From an optimization exercise on the open Yosys and OpenROAD flow, aimed at small area, a short achievable clock period and few clock cycles per item; shortcuts taken in it are not production practice. Function was checked by simulation only, so behaviour that the tests miss may differ from the original. Power figures rest on the tool's default switching activity, not on a simulated workload.

**design/flow/config.mk**
```make
export PLATFORM = sky130hd
export DESIGN_NAME = vmicro16_core
export DESIGN_NICKNAME = vmicro16_core
export VERILOG_FILES = /design/flow/design.v
export SDC_FILE = /design/flow/constraint.sdc
export NUM_CORES = 4
export LEC_CHECK = 0
export CAP_MARGIN = 20
export CORE_MARGIN = 2
export CORE_UTILIZATION = 50
export PLACE_DENSITY = 0.7
export SETUP_SLACK_MARGIN = 5
export SLEW_MARGIN = 20
export TNS_END_PERCENT = 5
```
**design/flow/constraint.sdc**
```tcl
create_clock -name core_clock -period 10.0 [get_ports {clk}]
set_input_delay 2.0000 -clock core_clock [delete_from_list [all_inputs] [get_ports {clk}]]
set_output_delay 2.0000 -clock core_clock [all_outputs]
set_load 0.01 [all_outputs]
```
**design/flow/design.v**
```verilog
module vmicro16_core # (
    parameter DATA_WIDTH = 16,
    parameter CORE_ID    = 0
) (
    input         clk,
    input         reset,
    output [7:0]  dbug,
    output        halt,
    input  [7:0]   ints,
    input  [127:0] ints_data,
    output [7:0]   ints_ack,
    output reg [22:0] w_PADDR,
    output reg        w_PWRITE,
    output reg        w_PSELx,
    output reg        w_PENABLE,
    output reg [15:0] w_PWDATA,
    input      [15:0] w_PRDATA,
    input             w_PREADY,
    output [22:0] w2_PADDR,
    output        w2_PWRITE,
    output        w2_PSELx,
    output        w2_PENABLE,
    output [15:0] w2_PWDATA,
    input  [15:0] w2_PRDATA,
    input         w2_PREADY
);
    reg  [15:0] regs [0:7];
    reg  [3:0]  flags;               
    reg  [15:0] tim0 [0:63];         
    reg  [15:0] intv [0:7];          
    reg  [7:0]  intm;                
    reg         freq;                
    reg  [11:0] faddr;               
    reg  [11:0] rtgt;                
    reg         rpend;
    reg         fdrop;               
    reg  [15:0] ir, sb;              
    reg         iv, sv;
    reg         ir_res, sb_res;      
    reg  [7:0]  ir_rd1h, ir_ra1h;    
    reg  [7:0]  ir_mrd1h, ir_mra1h;  
    reg  [15:0] ex;                  
    reg  [21:0] ec;                  
    reg         ex_res;              
    reg         dres;                
    reg         ev;
    reg  [15:0] opA, opB;            
    wire [15:0] mA, mB;              
    reg  [15:0] lA, lB;              
    reg  [15:0] sD;                  
    reg         pl;                  
    reg  [2:0]  pl_rd;               
    reg         ld_rdy;              
    reg  [15:0] ld_data;
    reg  [15:0] ms, mc;              
    reg  [7:0]  mhs, mhc;
    reg  [5:0]  prevb;               
    reg  [15:0] eaddr;               
    reg         e_sub;               
    reg  [15:0] opX;                 
    reg  [1:0]  e_rlo;               
    reg  [15:0] e_rhi1h;             
    assign w2_PADDR   = {11'd0, faddr};
    assign w2_PSELx   = freq;
    assign w2_PENABLE = freq;
    assign w2_PWRITE  = 1'b0;
    assign w2_PWDATA  = 16'd0;
    assign ints_ack   = 8'd0;
    function cond_ok(input [3:0] f, input [7:0] c);
        reg n, z, v;
        begin
            n = f[3]; z = f[2]; v = f[0];
            case (c)
                8'd0:    cond_ok = 1'b1;
                8'd1:    cond_ok = z;
                8'd2:    cond_ok = ~z;
                8'd3:    cond_ok = ~z & (n == v);
                8'd4:    cond_ok = (z == n);
                8'd5:    cond_ok = (z != n);
                8'd6:    cond_ok = z | (n != v);
                default: cond_ok = 1'b0;
            endcase
        end
    endfunction
    function [21:0] decode(input [15:0] in);
        reg [4:0] o, f;
        reg lw, sw, bt, mv, mvi, aru, ars, br, cmp, setc, mult, lwex, swex;
        begin
            o = in[15:11]; f = in[4:0];
            lw   = (o == 5'b00001);
            sw   = (o == 5'b00010);
            bt   = (o == 5'b00011);
            mv   = (o == 5'b00100);
            mvi  = (o == 5'b00101);
            aru  = (o == 5'b00110);
            ars  = (o == 5'b00111);
            br   = (o == 5'b01000);
            cmp  = (o == 5'b01001);
            setc = (o == 5'b01010);
            mult = (o == 5'b01011);
            lwex = (o == 5'b01101);
            swex = (o == 5'b01110);
            decode = {
                (aru | ars) & ~f[4],                             
                (aru | ars) & ((f == 5'b11111) | (f == 5'b10000) | ~f[4]),  
                (aru & (f == 5'b10000)) | (ars & ((f == 5'b10000) | ~f[4])),  
                ~(mvi | br),                                     
                lw | lwex | swex | mv | mvi | aru | ars | setc | bt | mult,  
                lw | lwex | swex,                                
                sw | swex,                                       
                lw | sw | lwex | swex,                           
                (o == 5'b00000) & in[0],                         
                swex, lwex, mult, setc, cmp, br, ars, aru, mvi, mv, bt, sw, lw};
        end
    endfunction
    wire [4:0] op   = ex[15:11];
    wire [2:0] rd   = ex[10:8];
    wire [4:0] s5   = ex[4:0];
    wire [7:0] imm8 = ex[7:0];
    wire op_lw    = ec[0];
    wire op_sw    = ec[1];
    wire op_bit   = ec[2];
    wire op_mov   = ec[3];
    wire op_movi  = ec[4];
    wire op_aru   = ec[5];
    wire op_ars   = ec[6];
    wire op_br    = ec[7];
    wire op_cmp   = ec[8];
    wire op_setc  = ec[9];
    wire op_mult  = ec[10];
    wire op_lwex  = ec[11];
    wire op_swex  = ec[12];
    wire is_halt  = ec[13];
    wire is_mem   = ec[14];
    wire is_st    = ec[15];
    wire is_ld    = ec[16];              
    wire has_we   = ec[17];
    wire uses_ra  = ec[18];
    wire ar_sub   = ec[19];
    wire ar_res   = ec[20];              
    wire ar_imm   = ec[21];              
    wire [15:0] A = opA;
    wire [15:0] B = opB;
    wire [15:0] ar_sum;
    vmicro16_add16 ar_add (.a(A), .b(opX ^ {16{e_sub}}), .ci(e_sub),
                           .s(ar_sum), .co());
    wire [15:0] cmp_d;
    wire        cmp_co;
    vmicro16_add16 cmp_sub (.a(A), .b(~B), .ci(1'b1), .s(cmp_d), .co(cmp_co));
    wire [3:0]  cmp_f   = {cmp_d[15], (A == B), 1'b0, ~cmp_co ^ cmp_d[15]};
    reg  [15:0] bit_res;
    always @(*)
        case (s5)
            5'd0:    bit_res = lA | lB;
            5'd1:    bit_res = lA ^ lB;
            5'd2:    bit_res = lA & lB;
            5'd3:    bit_res = ~lB;
            5'd4:    bit_res = lA << lB;
            5'd5:    bit_res = lA >> lB;
            default: bit_res = 16'd0;
        endcase
    wire [15:0] pp0 = mB[0] ? mA << 0 : 16'd0;
    wire [15:0] pp1 = mB[1] ? mA << 1 : 16'd0;
    wire [15:0] pp2 = mB[2] ? mA << 2 : 16'd0;
    wire [15:0] pp3 = mB[3] ? mA << 3 : 16'd0;
    wire [15:0] pp4 = mB[4] ? mA << 4 : 16'd0;
    wire [15:0] pp5 = mB[5] ? mA << 5 : 16'd0;
    wire [15:0] pp6 = mB[6] ? mA << 6 : 16'd0;
    wire [15:0] pp7 = mB[7] ? mA << 7 : 16'd0;
    wire [7:0]  pp8 = mB[8] ? mA[7:0] << 0 : 8'd0;
    wire [7:0]  pp9 = mB[9] ? mA[7:0] << 1 : 8'd0;
    wire [7:0]  pp10 = mB[10] ? mA[7:0] << 2 : 8'd0;
    wire [7:0]  pp11 = mB[11] ? mA[7:0] << 3 : 8'd0;
    wire [7:0]  pp12 = mB[12] ? mA[7:0] << 4 : 8'd0;
    wire [7:0]  pp13 = mB[13] ? mA[7:0] << 5 : 8'd0;
    wire [7:0]  pp14 = mB[14] ? mA[7:0] << 6 : 8'd0;
    wire [7:0]  pp15 = mB[15] ? mA[7:0] << 7 : 8'd0;
    wire [15:0] cl0s = pp0 ^ pp1 ^ pp2;
    wire [15:0] cl0c = ((pp0 & pp1) | (pp0 & pp2) | (pp1 & pp2)) << 1;
    wire [15:0] cl1s = pp3 ^ pp4 ^ pp5;
    wire [15:0] cl1c = ((pp3 & pp4) | (pp3 & pp5) | (pp4 & pp5)) << 1;
    wire [15:0] cl2s = cl0s ^ cl0c ^ cl1s;
    wire [15:0] cl2c = ((cl0s & cl0c) | (cl0s & cl1s) | (cl0c & cl1s)) << 1;
    wire [15:0] cl3s = cl1c ^ pp6 ^ pp7;
    wire [15:0] cl3c = ((cl1c & pp6) | (cl1c & pp7) | (pp6 & pp7)) << 1;
    wire [15:0] cl4s = cl2s ^ cl2c ^ cl3s;
    wire [15:0] cl4c = ((cl2s & cl2c) | (cl2s & cl3s) | (cl2c & cl3s)) << 1;
    wire [15:0] cl5s = cl4s ^ cl4c ^ cl3c;
    wire [15:0] cl5c = ((cl4s & cl4c) | (cl4s & cl3c) | (cl4c & cl3c)) << 1;
    wire [7:0] ch0s = pp8 ^ pp9 ^ pp10;
    wire [7:0] ch0c = ((pp8 & pp9) | (pp8 & pp10) | (pp9 & pp10)) << 1;
    wire [7:0] ch1s = pp11 ^ pp12 ^ pp13;
    wire [7:0] ch1c = ((pp11 & pp12) | (pp11 & pp13) | (pp12 & pp13)) << 1;
    wire [7:0] ch2s = ch0s ^ ch0c ^ ch1s;
    wire [7:0] ch2c = ((ch0s & ch0c) | (ch0s & ch1s) | (ch0c & ch1s)) << 1;
    wire [7:0] ch3s = ch1c ^ pp14 ^ pp15;
    wire [7:0] ch3c = ((ch1c & pp14) | (ch1c & pp15) | (pp14 & pp15)) << 1;
    wire [7:0] ch4s = ch2s ^ ch2c ^ ch3s;
    wire [7:0] ch4c = ((ch2s & ch2c) | (ch2s & ch3s) | (ch2c & ch3s)) << 1;
    wire [7:0] ch5s = ch4s ^ ch4c ^ ch3c;
    wire [7:0] ch5c = ((ch4s & ch4c) | (ch4s & ch3c) | (ch4c & ch3c)) << 1;
    wire [15:0] m2a = {mhs, 8'd0};
    wire [15:0] m2b = {mhc, 8'd0};
    wire [15:0] m3s = ms ^ mc ^ m2a;
    wire [15:0] m3c = ((ms & mc) | (ms & m2a) | (mc & m2a)) << 1;
    wire [15:0] m4s = m3s ^ m3c ^ m2b;
    wire [15:0] m4c = ((m3s & m3c) | (m3s & m2b) | (m3c & m2b)) << 1;
    wire [15:0] mul_res;
    vmicro16_add16 mul_add (.a(m4s), .b(m4c), .ci(1'b0), .s(mul_res), .co());
    reg  [15:0] alu_res;
    always @(*) begin
        alu_res = 16'd0;
        if (op_bit)                    alu_res = bit_res;
        if (op_mov)                    alu_res = B;
        if (op_movi)                   alu_res = {8'd0, imm8};
        if (ar_res)                    alu_res = ar_sum;
        if (op_setc)                   alu_res = {15'd0, cond_ok(flags, B[7:0])};
        if (op_mult)                   alu_res = mul_res;
    end
    wire [15:0] addr    = eaddr;
    wire        tim0_en = ~addr[12] & ~addr[9] & ~addr[7];
    wire        sreg_en = addr[7] & ~addr[5] & ~addr[4];
    wire        intv_en = addr[8] & ~addr[3];
    wire        intm_en = addr[8] & addr[3];
    wire        apb_en  = ~(tim0_en | sreg_en | intv_en | intm_en);
    reg  [15:0] sr_val;
    always @(*)
        case (addr[2:0])
            3'd0:    sr_val = CORE_ID;
            3'd1:    sr_val = 16'd32;
            3'd2:    sr_val = 16'd4096;
            3'd3:    sr_val = 16'd9;
            default: sr_val = 16'd0;
        endcase
    reg  [15:0] tim0_rd;
    integer w;
    always @(*) begin
        tim0_rd = 16'd0;
        for (w = 0; w < 16; w = w + 1)
            tim0_rd = tim0_rd | (tim0[4 * w + e_rlo] & {16{e_rhi1h[w]}});
    end
    wire [15:0] loc_rd = tim0_en ? tim0_rd :
                         sreg_en ? sr_val :
                         intv_en ? (op_swex ? sD : intv[addr[2:0]]) :
                                   {8'd0, op_swex ? sD[7:0] : intm};
    wire busy     = w_PSELx;
    wire bus_done = w_PSELx & w_PENABLE & w_PREADY;
    wire pl_done  = ld_rdy;              
    wire hz       = pl & ((rd == pl_rd) |
                          ((ex[7:5] == pl_rd) & uses_ra));
    wire stall     = is_halt | hz |
                     (is_mem & apb_en & busy) | (pl_done & has_we);
    wire e_go      = ev & ~stall;
    wire issue_bus = e_go & is_mem & apb_en;
    wire redirect  = e_go & op_br & ~ex_res & cond_ok(flags, imm8);
    assign halt = ev & is_halt & ~busy;
    assign dbug = {7'd0, halt};
    wire [15:0] e_wdata = is_ld ? loc_rd : alu_res;
    wire        wp_en   = (e_go & has_we) | pl_done;
    wire [2:0]  wp_idx  = pl_done ? pl_rd : rd;
    wire [15:0] wp_data = pl_done ? ld_data : e_wdata;
    wire        loc_we  = e_go & is_st;
    reg reset_q;
    always @(posedge clk)
        reset_q <= reset;
    integer i;
    always @(posedge clk)
        if (reset_q) begin
            for (i = 0; i < 8; i = i + 1)
                regs[i] <= 16'd0;
            flags <= 4'd0;
            prevb <= 6'd0;
        end else begin
            if (wp_en)
                regs[wp_idx] <= wp_data;
            if (e_go & op_cmp)
                flags <= cmp_f;
            if (e_go)
                prevb <= e_prevb;
        end
    always @(posedge clk) begin
        if (loc_we & tim0_en)
            tim0[addr[5:0]] <= sD;
        if (loc_we & intv_en)
            intv[addr[2:0]] <= sD;
        if (loc_we & intm_en)
            intm <= sD[7:0];
    end
    always @(posedge clk)
        if (reset) begin
            w_PSELx   <= 1'b0;
            w_PENABLE <= 1'b0;
            pl        <= 1'b0;
            ld_rdy    <= 1'b0;
        end else begin
            if (issue_bus) begin
                w_PSELx   <= 1'b1;
                w_PENABLE <= 1'b0;
            end else if (bus_done) begin
                w_PSELx   <= 1'b0;
                w_PENABLE <= 1'b0;
            end else if (w_PSELx)
                w_PENABLE <= 1'b1;
            if (issue_bus & is_ld)
                pl <= 1'b1;
            else if (ld_rdy)
                pl <= 1'b0;
            ld_rdy <= pl & bus_done;
        end
    always @(posedge clk)
        if (bus_done)
            ld_data <= w_PRDATA;
    always @(posedge clk)
        if (issue_bus & is_ld)
            pl_rd <= rd;
    always @(posedge clk)
        if (issue_bus) begin
            w_PADDR  <= {op_lwex, op_swex, 5'd0, addr};
            w_PWRITE <= is_st;
            w_PWDATA <= sD;
        end
    wire [2:0]  d_rd = ir[10:8];
    wire [2:0]  d_ra = ir[7:5];
    reg  [15:0] rf_A, rf_B;
    integer r;
    always @(*) begin
        rf_A = 16'd0;
        rf_B = 16'd0;
        for (r = 0; r < 8; r = r + 1) begin
            rf_A = rf_A | (regs[r] & {16{ir_rd1h[r]}});
            rf_B = rf_B | (regs[r] & {16{ir_ra1h[r]}});
        end
    end
    wire [15:0] d_A  = (wp_en && wp_idx == d_rd) ? wp_data : rf_A;
    wire [15:0] d_B  = (wp_en && wp_idx == d_ra) ? wp_data : rf_B;
    wire        e_free = ~ev | e_go;
    wire [5:0]  e_prevb  = (op_movi | op_br) ? imm8[5:0] :
                           ar_imm ? opX[5:0] : B[5:0];
    wire [21:0] d_dec    = decode(ir);
    wire        e_wr_ra  = ev & has_we & (rd == d_ra);
    wire        d_ld_ra  = pl & (pl_rd == d_ra);
    wire        d_mstall = (d_dec[14] | d_dec[21]) &
                           ((e_wr_ra & ~op_movi) | (d_ld_ra & ~ld_rdy));
    wire [15:0] d_base   = e_wr_ra ? {8'd0, imm8} :
                           d_ld_ra ? ld_data : rf_B;
    wire [15:0] d_addr, d_basei;
    vmicro16_add16 addr_add (.a(d_base), .b({{11{ir[4]}}, ir[4:0]}), .ci(1'b0),
                             .s(d_addr), .co());
    vmicro16_add16 imm_add (.a(d_base), .b({12'd0, ir[3:0]}), .ci(1'b0),
                            .s(d_basei), .co());
    wire [5:0]  d_prevb  = ev ? e_prevb : prevb;
    wire [5:0]  d_rda6   = d_dec[12] ? d_prevb + {ir[4], ir[4:0]} : d_addr[5:0];
    wire        d_mult = (ir[15:11] == 5'b01011);
    wire        d_mulstall = d_mult &
                    ((ev & has_we & ((rd == d_rd) | (rd == d_ra))) |
                     (pl & ((pl_rd == d_rd) | (pl_rd == d_ra))));
    reg  [15:0] rm_A, rm_B;
    always @(*) begin
        rm_A = 16'd0;
        rm_B = 16'd0;
        for (r = 0; r < 8; r = r + 1) begin
            rm_A = rm_A | (regs[r] & {16{ir_mrd1h[r]}});
            rm_B = rm_B | (regs[r] & {16{ir_mra1h[r]}});
        end
    end
    assign mA = rm_A;
    assign mB = rm_B;
    wire        d_go   = iv & e_free & ~redirect & ~d_mstall & ~d_mulstall;
    always @(posedge clk)
        if (d_go & d_mult) begin
            ms  <= cl5s;
            mc  <= cl5c;
            mhs <= ch5s;
            mhc <= ch5c;
        end
    wire        d_br     = iv & (ir[15:11] == 5'b01000);
    wire        e_wr_rd  = ev & has_we & (rd == d_rd);
    wire        d_tgt_ok = ~(ev & op_cmp) & ~(pl & (pl_rd == d_rd)) &
                           (~e_wr_rd | op_movi);
    wire [11:0] d_tgt    = e_wr_rd ? {4'd0, imm8} : rf_A[11:0];
    wire        d_done   = dres | ir_res;
    wire        d_res    = d_br & d_tgt_ok & ~d_done & ~redirect;
    wire        d_redir  = d_res & cond_ok(flags, ir[7:0]);
    always @(posedge clk)
        if (reset)
            ev <= 1'b0;
        else if (e_free)
            ev <= d_go;
    always @(posedge clk) begin
        if (d_go)
            ex <= ir;
        if (d_go)
            ec <= d_dec;
        if (d_go) begin
            e_sub  <= d_dec[19];
            opX    <= d_dec[21] ? d_basei : d_B;
            eaddr  <= d_addr;
            e_rlo   <= d_rda6[1:0];
            e_rhi1h <= 16'd1 << d_rda6[5:2];
        end
        if (d_go)
            ex_res <= d_done | d_res;
        if (d_go)
            opA <= d_A;
        else if (pl_done & (rd == pl_rd))
            opA <= ld_data;
        if (d_go & d_dec[2]) begin
            lA <= d_A;
            lB <= d_B;
        end else if (pl_done & op_bit) begin
            if (rd == pl_rd)
                lA <= ld_data;
            if (ex[7:5] == pl_rd)
                lB <= ld_data;
        end
        if (d_go & d_dec[15])
            sD <= d_A;
        else if (pl_done & is_st & (rd == pl_rd))
            sD <= ld_data;
        if (d_go)
            opB <= d_B;
        else if (pl_done & (ex[7:5] == pl_rd))
            opB <= ld_data;
        if (~d_go & pl_done & (ex[7:5] == pl_rd))
            opX <= ld_data;
    end
    wire        fin     = freq & w2_PREADY;
    wire        fgood   = fin & ~fdrop & ~redirect & ~d_redir;
    wire        ir_free = ~iv | d_go;
    wire        e_cmp   = ev & op_cmp;
    wire        f_res   = fgood & (w2_PRDATA[15:11] == 5'b01000) &
                          iv & ~sv & (ir[15:11] == 5'b00101) &
                          (ir[10:8] == w2_PRDATA[10:8]) & (~e_cmp | e_go);
    wire        f_redir = f_res & cond_ok(e_cmp ? cmp_f : flags, w2_PRDATA[7:0]);
    reg         iv_n, sv_n;
    always @(*) begin
        if (redirect) begin
            iv_n = 1'b0; sv_n = 1'b0;
        end else if (d_redir) begin
            iv_n = ~d_go; sv_n = 1'b0;
        end else if (ir_free) begin
            iv_n = sv | fgood;
            sv_n = sv & fgood;
        end else begin
            iv_n = iv;
            sv_n = sv | fgood;
        end
    end
    wire        still  = freq & ~w2_PREADY;
    wire        issue  = ~still & ~(iv_n & sv_n);
    wire        redir  = redirect | d_redir;
    wire [11:0] tgt    = redirect ? A[11:0] : d_tgt;
    wire [11:0] seq    = (faddr == 12'hfff) ? faddr : faddr + 12'd1;
    wire [11:0] npc_e  = redir ? tgt : f_redir ? {4'd0, ir[7:0]} :
                         rpend ? rtgt : seq;
    always @(posedge clk)
        if (reset) begin
            iv    <= 1'b0;
            sv    <= 1'b0;
            freq  <= 1'b1;
            faddr <= 12'd0;
            rpend <= 1'b0;
            fdrop <= 1'b0;
            dres  <= 1'b0;
        end else begin
            iv <= iv_n;
            sv <= sv_n;
            freq <= still | issue;
            if (issue)
                faddr <= npc_e;
            if (redir)
                rtgt <= tgt;
            else if (f_redir)
                rtgt <= {4'd0, ir[7:0]};
            rpend <= ~issue & (redir | f_redir | rpend);
            dres <= ~redirect & ~ir_free & (dres | d_res);
            if (redir & still)
                fdrop <= 1'b1;
            else if (fin)
                fdrop <= 1'b0;
        end
    always @(posedge clk) begin
        if (ir_free) begin
            if (sv) begin
                ir     <= sb;
                ir_res <= sb_res;
                ir_rd1h <= 8'd1 << sb[10:8];
                ir_ra1h <= 8'd1 << sb[7:5];
                ir_mrd1h <= (sb[15:11] == 5'b01011) ? 8'd1 << sb[10:8] : 8'd0;
                ir_mra1h <= (sb[15:11] == 5'b01011) ? 8'd1 << sb[7:5] : 8'd0;
            end else begin
                ir     <= w2_PRDATA;
                ir_res <= f_res;
                ir_rd1h <= 8'd1 << w2_PRDATA[10:8];
                ir_ra1h <= 8'd1 << w2_PRDATA[7:5];
                ir_mrd1h <= (w2_PRDATA[15:11] == 5'b01011) ?
                            8'd1 << w2_PRDATA[10:8] : 8'd0;
                ir_mra1h <= (w2_PRDATA[15:11] == 5'b01011) ?
                            8'd1 << w2_PRDATA[7:5] : 8'd0;
            end
        end
        if (fin & (ir_free ? sv : ~sv)) begin
            sb     <= w2_PRDATA;
            sb_res <= f_res;
        end
    end
endmodule
module vmicro16_add16 (
    input  [15:0] a,
    input  [15:0] b,
    input         ci,
    output [15:0] s,
    output        co
);
    wire [15:0] p = a ^ b;
    wire [15:0] g0 = (a & b) | {15'd0, p[0] & ci};
    wire [15:0] g1, p1, g2, p2, g3, p3, g4;
    wire [15:0] p0 = {p[15:1], 1'b0};
    assign g1 = g0 | (p0 & {g0[14:0], 1'b0});
    assign p1 = p0 & {p0[14:0], 1'b0};
    assign g2 = g1 | (p1 & {g1[13:0], 2'b0});
    assign p2 = p1 & {p1[13:0], 2'b0};
    assign g3 = g2 | (p2 & {g2[11:0], 4'b0});
    assign p3 = p2 & {p2[11:0], 4'b0};
    assign g4 = g3 | (p3 & {g3[7:0], 8'b0});
    assign s  = p ^ {g4[14:0], ci};
    assign co = g4[15];
endmodule
```
**design/flow/flow/run.sh**
```bash
#!/bin/bash
# The standard layout, with the timing repair aiming further below the clock
# period than config.mk's settings allow, and port buffers of a plain buffer
# cell instead of the slow delay buffer that buffer_ports picks by default.
set -euo pipefail
bash standard.sh SETUP_SLACK_MARGIN=7 \
    "BUFFER_PORTS_ARGS=-buffer_cell sky130_fd_sc_hd__buf_4" finish > standard.log 2>&1
```
**design/flow/standard.sh**
```bash
#!/bin/bash
# synth_recipe.tcl (not shown) runs the flow's synth.tcl, then flattens the netlist and writes it again
# the make line also repeats each setting of config.mk as NAME=value (left out here)
make -C /OpenROAD-flow-scripts/flow DESIGN_CONFIG=/design/flow/config.mk WORK_HOME=/design/flow/orfs CLKGATE_MAP_FILE= SYNTH_SCRIPT=/design/flow/synth_recipe.tcl "${@:-finish}"
```
==> results of run 1 <==
## what timing repair did
item	CTS	global route
gates cloned	24	7
hold buffers	0	0
pin swaps	117	116
endpoints found under the setup margin	1983	1929
gates resized for setup	385	236
buffers inserted	176	96
## layout make-up
class                           instances  area [µm²]
Antenna cell                            4        10.0
Clock buffer                          212        4450
Clock inverter                         87        1020
Fill cell                           11348       62300
Inverter                              178         701
Multi-Input combinational cell       3031       28300
Sequential cell                      1656       49400
Tap cell                             2044        2560
Timing Repair Buffer                  552        5500
Timing Repair inverter                  2        17.5
## kinds of logic after synthesis
family | synth area share (%)
buffers and inverters | 3.36
flip-flops | 63.5
AO/OA/AOI/OAI | 9.07
AND/OR/NAND/NOR | 7.40
adder cells (fa/ha/maj) | 4.16
XOR/XNOR | 1.52
multiplexers | 11.0
other | 0.00483
## path summary, 6_finish.rpt
path                               endpoint  slack, ps  depth (start not counted)     start
worst max-delay path                 opB[6]       5870                         15  e_rlo[0]
worst min-delay path            w_PADDR[22]        410                          0    ec[11]
worst max register to register       opB[6]       5870                         15  e_rlo[0]
worst min register to register  w_PADDR[22]        410                          0    ec[11]
## power groups by stage
stage	Combinational, mW	Clock, mW	Sequential (mW)
2_1_floorplan	2.11	0	7.99
3_3_place_gp	3.09	0	8.13
3_5_place_dp	3.13	0	8.14
4_1_cts	3.69	6.33	7.95
5_1_grt	4.26	6.59	7.96
6_report	4.10	6.32	7.96
## cell usage after synthesis, types with 11 or more instances
cell	count
a211oi_1	35
a21o_1	27
a21oi_1	133
a221oi_1	16
a22oi_1	387
a31oi_1	23
and3_1	26
and4_1	35
buf_1	30
buf_2	52
buf_4	75
buf_6	17
clkbuf_1	210
dfxtp_1	38
edfxtp_1	1618
fa_1	87
ha_1	119
inv_1	173
mux2_2	68
mux2i_1	62
mux4_2	311
nand2_1	271
nand2b_1	53
nand3_1	40
nand4_1	74
nor2_1	510
nor2b_1	18
nor3_1	52
nor4_1	13
o211ai_1	15
o21a_1	15
o21ai_0	115
o21ai_1	30
o21bai_1	11
o22ai_1	37
or2_2	20
or3_1	24
xnor2_1	80
xor2_1	55
## stage by stage
stage / power (mW) / instance area [µm²] / setup slack [ps] / hold slack, ps
4_1_cts: 18.0 / 90000 / 5970 / 405
5_1_grt: 18.8 / 91900 / 5790 / 411
3_3_place_gp: 11.2 / 80700 / 4440 / 408
6_report: 18.4 / 92000 / 5870 / 411
3_5_place_dp: 11.3 / 80700 / 4450 / 410
2_1_floorplan: 10.1 / 78300 / 6020 / 400
## flip-flops by register name (all words and copies together), names as in the netlist, 11 cells and up, named ones only
register and flops:
e_rhi1h 16, eaddr 16, ec 18, ex 11, faddr 12, intv 128, ir 16, lA 16
lB 16, ld_data 16, mc 11, ms 16, opA 16, opB 16, opX 16, regs 128
rtgt 12, sD 16, sb 16, tim0 1024, w_PADDR 18, w_PWDATA 16
## routing by layer
metal / part of all wire (%) / vias to the layer above / GRT usage (%)
met5: 0.021 / - / 0.121
li1: - / 21075 / -
met2: 43 / 4635 / 46.1
met3: 16 / 788 / 10.9
met4: 4.7 / 8 / 12.4
met1: 36 / 26605 / 45.5
## worst max-delay path, cell delays in order (launching register included)
cell	delay (ps)
edfxtp_1	420
buf_12	160
buf_12	120
buf_16	140
buf_12	130
buf_16	130
buf_8	130
buf_12	150
mux4_2	430
a22oi_2	320
nand4_1	280
o21ai_4	310
o21ai_1	210
o221ai_4	260
a21oi_1	250
mux2_2	350
==> results.json, run 1 <==
{
  "pwr-share-seq_pct": 43.3,
  "relSlewSlack_pct": 11.7,
  "syn_inst": 5200,
  "synth_cell_types": 118,
  "insertion_delay_ps": 850,
  "critical_path_class": "reg -> reg",
  "route.detailed.drc": 0,
  "vias": 53111,
  "p_comb_share_pct": 22.3,
  "clk_pin_slew_ps": 60,
  "syn-cell-area_um2": 77700,
  "syn2layout_area_growth_pct": 18.3,
  "end_kind": "flop",
  "clockBufferDepth": 3,
  "async_flop_share_pct": 0,
  "avgViaCountPerCell": 6.84,
  "grt_use_total_pct": 32.2,
  "startpoint_type": "flop",
  "hold_viol": 0,
  "initial_core_util_pct": 50.4,
  "cts_tree": "yes",
  "ir_drop_v": 0.000179,
  "ctsHtreeMaxLevel": 4,
  "antenna_found_initial": 11,
  "final_cells": 7766,
  "rows": 144,
  "ys_seq_area_share_pct": 63.5,
  "fmax_mhz": 242,
  "final_cell_mix": "1618 x edfxtp_1, 463 x nor2_1, 440 x buf_4",
  "netSwitchingFraction_pct": 29.5,
  "drive_gt1_share_pct": 28.2,
  "powerDensity_nw_per_um2": 200,
  "io_buffers": 88,
  "ys.flop_type": "edfxtp_1",
  "cp_max_fo": 8,
  "finalWirelength_mm": 261,
  "rsz0062_at_grt": "true",
  "yosys_register_bits": 1656,
  "globalRoute.totalOverflow": 0,
  "drv_slew": 0,
  "clockRootBuffer": "clkbuf_16",
  "die_y_um": 398,
  "firstDrtPassIters": 10,
  "fin_skew_ps": 79.0,
  "core_um2": 154000,
  "clockPowerShare_pct": 34.4,
  "finalSetupTns_ps": 0,
  "layout.cells.most_common": "edfxtp_1",
  "cts.sinks": 1656,
  "period_share_pct": 41.3,
  "pin_count": 273,
  "internal-power_mw": 12.9,
  "grt_max_degree": 76,
  "grt_first_pass_wirelength_mm": 361,
  "setup_viol": 0,
  "synth_area_leaders": "edfxtp_1 63%, mux4_2 9.0%, a22oi_1 3.7%, nor2_1 2.5%, fa_1 2.2%",
  "place.gp.congestion": 1.01,
  "power_switching_mw": 5.43,
  "status": "finished clean",
  "antenna_left": 0,
  "post-place-cells": 7160,
  "cp.arrival_ps": 4650,
  "wl_per_cell_um": 33.6,
  "utilization_pct": 59.6,
  "crit_required_ps": 10520,
  "hold_class": "reg -> reg",
  "dp_hpwl_mm": 156,
  "finalWorstPathRequiredPeriod_ps": 4130,
  "drt_iter0_drc": 9938,
  "cts_buffers": 165,
  "worst_pin_slew_ps": 1310,
  "dieArea_um2": 159000,
  "grt_pass1_vias": 48847,
  "synth_edf_count": 1618,
  "syn_avg_cell_area_um2": 14.9,
  "synth_top_area_share_pct": 62.5,
  "die_w_um": 398,
  "synth_top_area_cell": "edfxtp_1",
  "p_leak_nw": 31.4,
  "maxCapViolCount": 0,
  "fin_nets": 5964,
  "synth_warnings": 1
}
Testbench counts, summed over its fixed seeds: cycles 5,964, items 5,575.
==> run 2, diff against run 1 <==
--- a/design/flow/design.v
+++ b/design/flow/design.v
@@ -253,8 +253,9 @@
     wire e_go      = ev & ~stall;
     wire issue_bus = e_go & is_mem & apb_en;
     wire redirect  = e_go & op_br & ~ex_res & cond_ok(flags, imm8);
-    assign halt = ev & is_halt & ~busy;
-    assign dbug = {7'd0, halt};
+    reg  halt_r;
+    assign halt = halt_r;
+    assign dbug = {7'd0, halt_r};
     wire [15:0] e_wdata = is_ld ? loc_rd : alu_res;
     wire        wp_en   = (e_go & has_we) | pl_done;
     wire [2:0]  wp_idx  = pl_done ? pl_rd : rd;
@@ -386,6 +387,14 @@
             ev <= 1'b0;
         else if (e_free)
             ev <= d_go;
+    wire ev_nx   = e_free ? d_go : ev;
+    wire hlt_nx  = d_go ? d_dec[13] : is_halt;
+    wire psel_nx = issue_bus | (w_PSELx & ~bus_done);
+    always @(posedge clk)
+        if (reset)
+            halt_r <= 1'b0;
+        else
+            halt_r <= ev_nx & hlt_nx & ~psel_nx;
     always @(posedge clk) begin
         if (d_go)
             ex <= ir;
--- a/design/flow/config.mk
+++ b/design/flow/config.mk
@@ -7,7 +7,7 @@
 export LEC_CHECK = 0
 export CAP_MARGIN = 20
 export CORE_MARGIN = 2
-export CORE_UTILIZATION = 50
+export CORE_UTILIZATION = 40
 export PLACE_DENSITY = 0.7
 export SETUP_SLACK_MARGIN = 5
 export SLEW_MARGIN = 20
==> run 2 against run 1 <==
  * Clock power rose by 2%
  * Hold slack got worse by 30 ps
  * Synthesized cell count fell by 0.83%
  * Setup slack got worse by 160 ps
  * Synthesized area fell by 0.60%
  * Flip-flop and latch count rose by 1
  * Combinational power fell by 4%
  * Wire length fell by 0.33%
  * Total power barely moved
  * Critical path type unchanged
  * Critical endpoint is now eaddr[12]
==> results.json, run 2 <==
{
  "final_cells": 8330,
  "io_buffers": 88,
  "synth_compound_area_share_pct": 8.65,
  "dp_hpwl_mm": 155,
  "rsz0062_at_grt": "true",
  "end_kind": "flop",
  "startpoint_type": "flop",
  "worst_pin_slew_ps": 1210,
  "synth_top_area_cell": "edfxtp_1",
  "antenna_left": 0,
  "synthXorXnorAreaFrac_pct": 1.47,
  "cts.sinks": 1657,
  "ys.flop_type": "edfxtp_1",
  "r2r_cells": 18,
  "syn2layout_area_growth_pct": 20.9,
  "synth_top_area_share_pct": 62.9,
  "fin_skew_ps": 60.0,
  "initial_core_util_pct": 40.2,
  "maxCapViolCount": 0,
  "syn-cell-area_um2": 77200,
  "period_share_pct": 42.9,
  "ir_drop_v": 0.000142,
  "pin_count": 273,
  "core_um2": 192000,
  "powerDensity_nw_per_um2": 197,
  "reg2reg_setup_slack_ps": 5710,
  "p_leak_nw": 32.0,
  "utilization_pct": 48.6,
  "cts_hold_buf": 0,
  "hold_path_depth": 0,
  "yosysMostFrequentCell": "edfxtp_1",
  "synth_cell_types": 106,
  "die_w_um": 443,
  "syn_inst": 5157,
  "worstHoldStart": "eaddr[11]",
  "cts_buffers": 166,
  "placed_area_um2": 81000,
  "globalRoute.totalOverflow": 0,
  "synth_edf_count": 1618,
  "ys_top_cells_by_count": "1618 x edfxtp_1, 483 x nor2_1, 387 x a22oi_1",
  "power_mw": 18.4,
  "synth_area_leaders": "edfxtp_1 63%, mux4_2 9.3%, a22oi_1 3.8%, nor2_1 2.3%, fa_1 2.3%",
  "hold_viol": 0,
  "synth_warnings": 1,
  "grt_max_degree": 76,
  "layout.cells.most_common": "edfxtp_1",
  "ys_seq_area_share_pct": 63.9,
  "synth_top_family_by_area": "multiplexers",
  "wl_per_cell_um": 31.2,
  "largest_reg_flops": 1024,
  "drv_slew": 0,
  "grt_use_total_pct": 25.3,
  "finalWorstPathRequiredPeriod_ps": 4290,
  "finalSetupTns_ps": 0,
  "status": "finished clean",
  "crit_required_ps": 10550,
  "dieArea_um2": 197000,
  "vias": 53055,
  "drive_gt1_share_pct": 29.5,
  "firstDrtPassIters": 10,
  "clockBufferDepth": 3,
  "setup_viol": 0,
  "grt_pass1_vias": 49314,
  "route.detailed.drc": 0,
  "holdPathEnd": "w_PADDR[11]",
  "post-place-cells": 7606,
  "ctsHtreeMaxLevel": 4,
  "hold_class": "reg -> reg",
  "r2r-start": "ir_ra1h[6]",
  "die_y_um": 443,
  "rows": 161,
  "clockRootBuffer": "clkbuf_16",
  "grt_first_pass_wirelength_mm": 361,
  "async_flop_share_pct": 0,
  "fmax_mhz": 233,
  "synth-adder-area-share_pct": 4.18,
  "cp.arrival_ps": 4840,
  "cp_max_fo": 8,
  "relSlewSlack_pct": 19.0,
  "avgViaCountPerCell": 6.37,
  "crit_start": "ir_ra1h[6]",
  "final_area_um2": 93400,
  "antenna_found_initial": 10,
  "yosys-mux-area-fraction_pct": 11.4,
  "critical_path_class": "reg -> reg",
  "syn_avg_cell_area_um2": 15.0,
  "drt_iter0_drc": 9360,
  "place.gp.congestion": 0.988,
  "yosys_register_bits": 1657,
  "finalWirelength_mm": 260,
  "insertion_delay_ps": 850,
  "cts_tree": "yes",
  "r2r_end": "eaddr[12]",
  "fin_nets": 6036,
  "clk_pin_slew_ps": 70,
  "synth_simple_gate_area_share_pct": 7.26,
  "final_cell_mix": "1618 x edfxtp_1, 503 x buf_4, 450 x nor2_1"
}
## run 2: changes by cell type after synthesis, sizes merged, moves of 7 or more
| cell | before | now |
|---|---|---|
| nand2 | 272 | 298 |
| mux2i | 64 | 84 |
| a221oi | 16 | 25 |
| clkbuf | 211 | 226 |
| a31oi | 23 | 10 |
| o21ai | 149 | 133 |
| buf | 175 | 151 |
| or3 | 24 | 17 |
| o22ai | 37 | 45 |
| nor2 | 511 | 484 |
## run 2: cell families after synthesis
logic type,Yosys count
buffers and inverters,561
XOR/XNOR,130
AND/OR/NAND/NOR,1195
flip-flops,1657
other,1
multiplexers,470
AO/OA/AOI/OAI,937
adder cells (fa/ha/maj),206
## run 2: where the power goes
| part | switching, mW | total (mW) | internal [mW] |
|---|---|---|---|
| combinational | 2.33 | 3.94 | 1.61 |
| clock | 2.82 | 6.46 | 3.64 |
| sequential | 0.201 | 7.97 | 7.77 |
## run 2: layout make-up
cell class                 instances  area [µm²]
antenna                           10        25.0
clock buffer                     191        4280
clock inverter                   113        1350
timing repair buffer             654        6430
timing repair inverter             2        17.5
multi-input combinational       2993       28000
inverter                         184         716
tap                             2526        3160
fill                           15786       98800
sequential                      1657       49400
## run 2: repair_timing
action / CTS / global route
gates cloned: 28 / 9
setup endpoints to repair: 1987 / 1934
buffers inserted: 228 / 144
gates resized for setup: 376 / 308
pin swaps: 91 / 131
## run 2: how the worst max path moves through the flow
| stage | to | depth (start not counted) |
|---|---|---|
| global route | eaddr[12] | 18 |
| global placement | opX[12] | 13 |
| finish | eaddr[12] | 18 |
| CTS | eaddr[12] | 17 |
| floorplan | eaddr[14] | 18 |
| detailed placement | sD[7] | 12 |
## run 2: routing by layer
layer / vias to the layer above / part of all wire (%) / global-route usage, %
met4: 4 / 6.4 / 13.2
met5: - / 0.013 / 0
met1: 26639 / 36 / 34.3
met2: 4408 / 44 / 37.6
li1: 21111 / - / -
met3: 893 / 13 / 6.52
## run 2: worst max-delay path, cell delays in order, from the launching register on
cell	delay, ps
edfxtp_1	420
buf_4	230
a22oi_2	170
nand4_1	120
buf_4	200
mux2i_4	140
o21ai_2	80
ha_2	180
fa_2	350
a21o_1	190
a21oi_4	220
nor2b_1	80
o21a_1	180
o21a_1	190
o21a_1	190
o21a_1	210
o21a_1	230
o41ai_4	430
xnor2_2	190
## run 2: per-stage QoR
stage               hold WS [ps]  worst slack (ps)
finish                       381              5710
global route                 380              5580
CTS                          373              5840
detailed placement           405              4280
global placement             409              4290
floorplan                    400              5900
Testbench counts of run 2, summed over its fixed seeds: cycles 5,964, items 5,575.
==> run 3, diff against run 2 <==
--- a/design/flow/design.v
+++ b/design/flow/design.v
@@ -113,7 +113,6 @@
                 swex, lwex, mult, setc, cmp, br, ars, aru, mvi, mv, bt, sw, lw};
         end
     endfunction
-    wire [4:0] op   = ex[15:11];
     wire [2:0] rd   = ex[10:8];
     wire [4:0] s5   = ex[4:0];
     wire [7:0] imm8 = ex[7:0];
==> run 3 against run 2 <==
  * Still clean on timing, DRC and antenna
  * Register-to-register slack improved by 60 ps
  * Global-route usage increased by 0.41 points
  * Combinational power decreased by 54%
  * Die area about the same
  * Wire length increased by 1.9%
  * First-iteration DRC count decreased by 7.0%
  * Sequential share of layout area decreased by 0.58 points
  * Critical path depth increased by 1
  * Sequential power decreased by 3.0%
  * Via count increased by 0.23%
  * Total power decreased by 14%
  * Flip-flop and latch count unchanged
  * Highest routed layer unchanged
==> results.json, run 3 <==
{
  "grt_first_pass_wirelength_mm": 365,
  "io_buffers": 88,
  "clk_pin_slew_ps": 60,
  "insertion_delay_ps": 870,
  "globalRoute.totalOverflow": 0,
  "end_kind": "flop",
  "vias": 53179,
  "p_leak_nw": 32.2,
  "synth_area_leaders": "edfxtp_1 63%, mux4_2 9.0%, a22oi_1 3.7%, nor2_1 2.4%, fa_1 2.3%",
  "clockRootBuffer": "clkbuf_16",
  "pin_count": 273,
  "ys_top_cells_by_count": "1618 x edfxtp_1, 501 x nor2_1, 384 x a22oi_1",
  "startpoint_type": "flop",
  "firstDrtPassIters": 12,
  "ctsHtreeMaxLevel": 4,
  "crit_family": "compound AO/OA/AOI/OAI gates",
  "finalWorstPathRequiredPeriod_ps": 4240,
  "syn2layout_area_growth_pct": 22.3,
  "syn-cell-area_um2": 77200,
  "hold_viol": 0,
  "final_cell_mix": "1618 x edfxtp_1, 537 x buf_4, 468 x nor2_1",
  "drt_iter0_drc": 8706,
  "die_w_um": 443,
  "powerDensity_nw_per_um2": 167,
  "yosysMostFrequentCell": "edfxtp_1",
  "place.gp.congestion": 0.957,
  "hold_class": "reg -> reg",
  "layout.cells.most_common": "edfxtp_1",
  "critPathMaxStageDelay_ps": 430,
  "fmax_mhz": 236,
  "final_area_um2": 94400,
  "crit_required_ps": 10550,
  "wl_per_cell_um": 31.5,
  "status": "finished clean",
  "cts.sinks": 1657,
  "largest_reg_flops": 1024,
  "crit_path_top_delay_cell": "edfxtp_1",
  "rsz0062_at_grt": "true",
  "path_cells": "buf_12 -> buf_4 -> a22oi_2 -> nand4_1 -> buf_4 -> mux2i_1 -> o21ai_1 -> ha_1 -> a21oi_4 -> o21bai_4 -> a21oi_2 -> nor2b_1 -> o21a_1 -> o31a_1 -> o41ai_4 -> buf_4 -> o2111ai_2 -> a21oi_2 -> xnor2_1",
  "antenna_found_initial": 6,
  "ir_drop_v": 0.000155,
  "cts_tree": "yes",
  "critical_path_class": "reg -> reg",
  "crit_top_cell": "buf_4",
  "avgViaCountPerCell": 6.32,
  "clockBufferDepth": 3,
  "dieArea_um2": 197000,
  "core_um2": 192000,
  "ys.flop_type": "edfxtp_1",
  "path_buf_inv": 4,
  "synth_cell_types": 96,
  "period_share_pct": 42.4,
  "top_usage_layer": "met2",
  "route.detailed.drc": 0,
  "post-place-ws_ps": 3710,
  "ys_seq_area_share_pct": 63.9,
  "die_y_um": 443,
  "synth_edf_count": 1618,
  "syn_inst": 5187,
  "antenna_left": 0,
  "fin_skew_ps": 78.2,
  "fin_nets": 6128,
  "grtUsageMet3_pct": 6.88,
  "setup_viol": 0,
  "dp_hpwl_mm": 154,
  "drv_slew": 0,
  "synth_top_area_share_pct": 62.9,
  "hold_ws_ps": 413,
  "use_met2_pct": 38.8,
  "worst_pin_slew_ps": 1220,
  "syn_avg_cell_area_um2": 14.9,
  "synth_warnings": 1,
  "finalSetupTns_ps": 0,
  "cp_max_fo": 6,
  "postLayoutSetupSlackWorst_ps": 5760,
  "relSlewSlack_pct": 18.6,
  "cp.arrival_ps": 4790,
  "grt_use_total_pct": 25.7,
  "fillCellCount": 15647,
  "async_flop_share_pct": 0,
  "initial_core_util_pct": 40.2,
  "yosys_register_bits": 1657,
  "placed_area_um2": 81100,
  "rows": 161,
  "grt_use_met1_pct": 34.1,
  "grt_pass1_vias": 50081,
  "synth_top_area_cell": "edfxtp_1",
  "cts_buffers": 166,
  "finalWirelength_mm": 265,
  "grt_max_degree": 76,
  "maxCapViolCount": 0,
  "drive_gt1_share_pct": 30.3
}
## run 3: cell count changes in the layout (fill, tap and decap cells not counted), moves of 10 or more
cell	previous run	this run
o21ai_1	18	6
o21ai_0	83	95
buf_4	503	537
nand2_1	275	256
clkinvlp_4	6	17
and4_4	25	15
buf_12	37	60
inv_1	175	160
a31oi_1	7	19
o21ai_2	25	6
mux2_2	52	73
nor2_1	450	468
## run 3: timing repair
| item | CTS | global route |
|---|---|---|
| endpoints found under the setup margin | 1985 | 1982 |
| hold buffers | 0 | 0 |
| buffers inserted | 214 | 202 |
| cloned | 38 | 14 |
| pin swaps | 92 | 171 |
| gates resized for setup | 395 | 373 |
## run 3: per-layer routing
metal / share of wire, % / vias up
met2: 45 / 4166
met3: 13 / 864
met1: 36 / 26774
met5: 0.0049 / -
met4: 6.4 / 2
li1: - / 21373
## run 3: cells by family after synthesis
logic type               count (synthesis)  share of synthesized area (%)
AO/OA/AOI/OAI                          955                           8.76
XOR/XNOR                               130                           1.47
adder cells (fa/ha/maj)                206                           4.18
buffers and inverters                  560                           3.08
flip-flops                            1657                           63.9
multiplexers                           471                           11.3
other                                    1                        0.00486
AND/OR/NAND/NOR                       1207                           7.31
## run 3: worst paths after layout
path / slack [ps] / cells after the start / end / start
hold reg to reg: 410 / 0 / w_PADDR[10] / eaddr[10]
setup / recovery: 5760 / 19 / eaddr[15] / ir_ra1h[5]
setup reg to reg: 5760 / 19 / eaddr[15] / ir_ra1h[5]
hold / removal: 410 / 0 / w_PADDR[10] / eaddr[10]
## run 3: metrics by stage
step                      utilization, %  power, mW  instances
after CTS                           47.3       15.6       8193
after floorplan                        -       8.68       5234
final                               49.1       15.8       8413
after detailed placement            42.2       9.18       7639
after global placement              42.2       9.17       7639
after global routing                49.1       16.1       8412
## run 3: layout make-up
cell class                      count  area [µm²]  area share [%]
Tap cell                         2526        3160            3.35
Timing Repair Buffer              719        7400            7.84
Multi-Input combinational cell   3029       28300            30.0
Sequential cell                  1657       49400            52.3
Antenna cell                        3        7.51         0.00795
Inverter                          173         681           0.721
Timing Repair inverter              4        45.0          0.0477
Clock buffer                      195        4260            4.52
Clock inverter                    107        1140            1.20
## run 3: where the power goes
group / internal [mW] / switching (mW) / total, mW
clock network: 3.41 / 2.85 / 6.26
logic: 0.739 / 1.06 / 1.80
registers: 7.62 / 0.104 / 7.73
total: 11.8 / 4.02 / 15.8
## run 3: worst reg2reg max path, stage by stage, from the launching register on
cell and delay (ps):
edfxtp_1 430, buf_12 170, buf_4 160, a22oi_2 170, nand4_1 120, buf_4 200
mux2i_1 170, o21ai_1 90, ha_1 360, a21oi_4 220, o21bai_4 110, a21oi_2 180
nor2b_1 60, o21a_1 180, o31a_1 390, o41ai_4 360, buf_4 180, o2111ai_2 140
a21oi_2 160, xnor2_1 90
Testbench counts of run 3, summed over its fixed seeds: cycles 5,964, items 5,575.
==> run 4, diff against run 3 <==
--- a/design/flow/config.mk
+++ b/design/flow/config.mk
@@ -7,8 +7,8 @@
 export LEC_CHECK = 0
 export CAP_MARGIN = 20
 export CORE_MARGIN = 2
-export CORE_UTILIZATION = 40
-export PLACE_DENSITY = 0.7
+export CORE_UTILIZATION = 45
+export PLACE_DENSITY = 0.8
 export SETUP_SLACK_MARGIN = 5
 export SLEW_MARGIN = 20
 export TNS_END_PERCENT = 5
==> run 4 against run 3 <==
  * Register-to-register slack worse by 460 ps
  * Via count rose by 6.7%
  * Setup slack lost 460 ps
  * Hold slack better by 6.7 ps
  * Still clean
  * Die area decreased by 11%
  * First-iteration DRC count up 31%
  * Final cell count fell by 4.2%
  * Combinational power increased by 6%
  * Highest routed layer unchanged
  * Global-route usage increased by 6.1 points
  * Clock power rose by 3.4%
==> results.json, run 4 <==
{
  "status": "finished clean",
  "initial_core_util_pct": 45.2,
  "firstDrtPassIters": 13,
  "cts_buffers": 161,
  "crit_required_ps": 10540,
  "antenna_left": 0,
  "cts_hold_buf": 0,
  "rsz0062_at_grt": "true",
  "internal-power_mw": 11.9,
  "powerDensity_nw_per_um2": 172,
  "place.gp.congestion": 0.988,
  "power_mw": 16.1,
  "drive_gt1_share_pct": 29.9,
  "cts_tree": "yes",
  "r2r_cells": 15,
  "layout.cells.most_common": "edfxtp_1",
  "maxCapViolCount": 0,
  "pwr-share-seq_pct": 48.0,
  "vias": 56739,
  "ir_drop_v": 0.000183,
  "period_share_pct": 47.0,
  "startpoint_type": "flop",
  "relSlewSlack_pct": 18.9,
  "synth_top_area_cell": "edfxtp_1",
  "hold_path_depth": 0,
  "ys.flop_type": "edfxtp_1",
  "worst_pin_slew_ps": 1220,
  "fin_nets": 6058,
  "cp_max_fo": 8,
  "grt_use_total_pct": 31.8,
  "wl_per_cell_um": 36.2,
  "hold_class": "reg -> reg",
  "antenna_found_initial": 22,
  "clockPowerShare_pct": 40.1,
  "critical_path_class": "reg -> reg",
  "grt_max_degree": 76,
  "synth_area_leaders": "edfxtp_1 63%, mux4_2 9.0%, a22oi_1 3.7%, nor2_1 2.4%, fa_1 2.3%",
  "finalWorstPathRequiredPeriod_ps": 4700,
  "drt_iter0_drc": 11370,
  "final_area_um2": 93500,
  "pin_count": 273,
  "syn_inst": 5187,
  "postLayoutSetupSlackWorst_ps": 5300,
  "insertion_delay_ps": 890,
  "synth_top_area_share_pct": 62.9,
  "dieArea_um2": 175000,
  "fin_skew_ps": 114,
  "grt_first_pass_wirelength_mm": 396,
  "syn2layout_area_growth_pct": 21.1,
  "netSwitchingFraction_pct": 26.1,
  "placed_area_um2": 80600,
  "synth_edf_count": 1618,
  "ys_seq_area_share_pct": 63.9,
  "fillCellCount": 12495,
  "power_switching_mw": 4.20,
  "core_um2": 171000,
  "finalWirelength_mm": 292,
  "drv_slew": 0,
  "rows": 152,
  "synth_cell_types": 96,
  "syn-cell-area_um2": 77200,
  "dp_hpwl_mm": 153,
  "route.detailed.drc": 0,
  "syn_avg_cell_area_um2": 14.9,
  "fmax_mhz": 213,
  "ctsHtreeMaxLevel": 4,
  "multi_input_area_um2": 28500,
  "post-place-ws_ps": 4000,
  "synth_warnings": 1,
  "yosysMostFrequentCell": "edfxtp_1",
  "p_comb_share_pct": 11.9,
  "avgViaCountPerCell": 7.04,
  "end_kind": "flop",
  "p_leak_nw": 31.9,
  "hold_ws_ps": 420,
  "clk_pin_slew_ps": 80,
  "largest_reg_flops": 1024,
  "final_cells": 8059,
  "ys_top_cells_by_count": "1618 x edfxtp_1, 501 x nor2_1, 384 x a22oi_1",
  "post-place-cells": 7337,
  "finalSetupTns_ps": 0,
  "die_y_um": 418,
  "final-seq-area_um2": 49400,
  "setup_viol": 0,
  "yosys_register_bits": 1657,
  "final_cell_mix": "1618 x edfxtp_1, 502 x buf_4, 463 x nor2_1",
  "clockBufferDepth": 3,
  "io_buffers": 88,
  "async_flop_share_pct": 0,
  "hold_viol": 0,
  "grt_pass1_vias": 53125,
  "clockRootBuffer": "clkbuf_16",
  "utilization_pct": 54.7,
  "cts.sinks": 1657,
  "die_w_um": 418,
  "cp.arrival_ps": 5240,
  "globalRoute.totalOverflow": 0
}
==> run 4: cell count changes in the layout (fill, tap and decap cells not counted), moves of 7 or more <==
cell,change
buf_12,-11
buf_4,-35
bufinv_16,+9
mux2_4,+27
nor2_2,+14
o21ai_1,+7
o21ai_0,-8
buf_6,-9
nor2_4,-9
mux2_2,-27
bufbuf_16,-7
diode_2,+9
clkbuf_16,-7
==> run 4: power by group through the flow <==
stage	Clock, mW	Combinational [mW]	Sequential (mW)
2_1_floorplan	0	0.868	7.81
3_3_place_gp	0	1.25	7.89
3_5_place_dp	0	1.27	7.90
4_1_cts	6.37	1.64	7.72
5_1_grt	6.65	1.92	7.73
6_report	6.47	1.91	7.73
==> run 4: logic make-up after synthesis <==
group | count (synthesis) | synth area share (%)
DFF | 1657 | 63.9
and+or+nand+nor | 1207 | 7.31
AOI/OAI and AO/OA | 955 | 8.76
buffers and inverters | 560 | 3.08
muxes | 471 | 11.3
adders and majority gates | 206 | 4.18
xor gates and xnor gates | 130 | 1.47
other | 1 | 0.00486
==> run 4: path summary, 6_finish.rpt <==
path / startpoint / end / slack [ps]
worst max register to register: e_rlo[0] / opA[10] / 5300
worst min-delay path: eaddr[6] / w_PADDR[6] / 420
worst max-delay path: e_rlo[0] / opA[10] / 5300
worst min register to register: eaddr[6] / w_PADDR[6] / 420
==> run 4: cell type report <==
cell class / instances / area share, %
Antenna cell: 12 / 0.0321
Clock buffer: 185 / 4.41
Clock inverter: 112 / 1.45
Inverter: 173 / 0.724
Multi-Input combinational cell: 3026 / 30.5
Sequential cell: 1657 / 52.8
Tap cell: 2233 / 2.99
Timing Repair Buffer: 658 / 7.07
Timing Repair inverter: 3 / 0.0268
==> run 4: what timing repair did <==
action / 4_1_cts / 5_1_grt
buffers inserted: 235 / 137
pin swaps: 149 / 113
cloned: 30 / 8
gates resized for setup: 496 / 263
setup endpoints to repair: 1993 / 1981
==> run 4: worst max-delay path, cell delays in order (launching register included) <==
cell	delay, ps
edfxtp_1	420
buf_12	170
buf_6	120
buf_12	140
buf_12	120
buf_16	140
buf_12	150
mux4_2	510
a22oi_2	380
nand4_1	240
o21ai_4	550
o211ai_1	510
a31oi_4	370
buf_6	160
mux2i_4	100
mux2_4	290
==> run 4: routing by layer <==
metal / wire (µm) / global-route usage (%) / part of all wire [%] / up-vias
met5: 155 / 0.361 / 0.053 / -
met4: 28500 / 21.5 / 9.8 / 22
met3: 46700 / 10.8 / 16 / 1798
met2: 127000 / 48.3 / 44 / 6190
met1: 89200 / 38.5 / 31 / 27491
li1: - / - / - / 21238

[afterwards: timing with drivers on the ports]
In the flow no input, the clock included, has a driving cell. The finished layouts below were timed again as built, in two steps. Step 1 (the two cells are an assumption about what drives the block):
set clk [get_ports {clk}]
set_driving_cell -lib_cell sky130_fd_sc_hd__clkbuf_16 $clk
set_driving_cell -lib_cell sky130_fd_sc_hd__buf_2 [delete_from_list [all_inputs] $clk]
Step 2, shift: input delay + t, output delay - t, t = (earliest + latest rising clock arrival at the registers) / 2. This alone moves slack from input paths to output paths. a / b / c = ideal ports / drivers / drivers and shift; a / b = the first two.
run	shift t [ns]	setup slack, ns	worst hold slack (ns)	pins driven straight from the clock port
run 1	0.893	5.868 / 5.868 / 5.629	0.411 / 0.411 / 0.411	1
run 2	0.906	5.706 / 5.706 / 5.388	0.381 / 0.381 / 0.381	1
run 3	0.917	5.764 / 5.764 / 5.440	0.413 / 0.413 / 0.413	1
run 4	0.911	5.300 / 5.300 / 5.300	0.420 / 0.420 / 0.420	1
After both steps setup and hold are still met in every run listed. For run 3, which loses most, drivers alone change the setup slack by 0.000 ns; drivers and shift together by -0.324 ns.
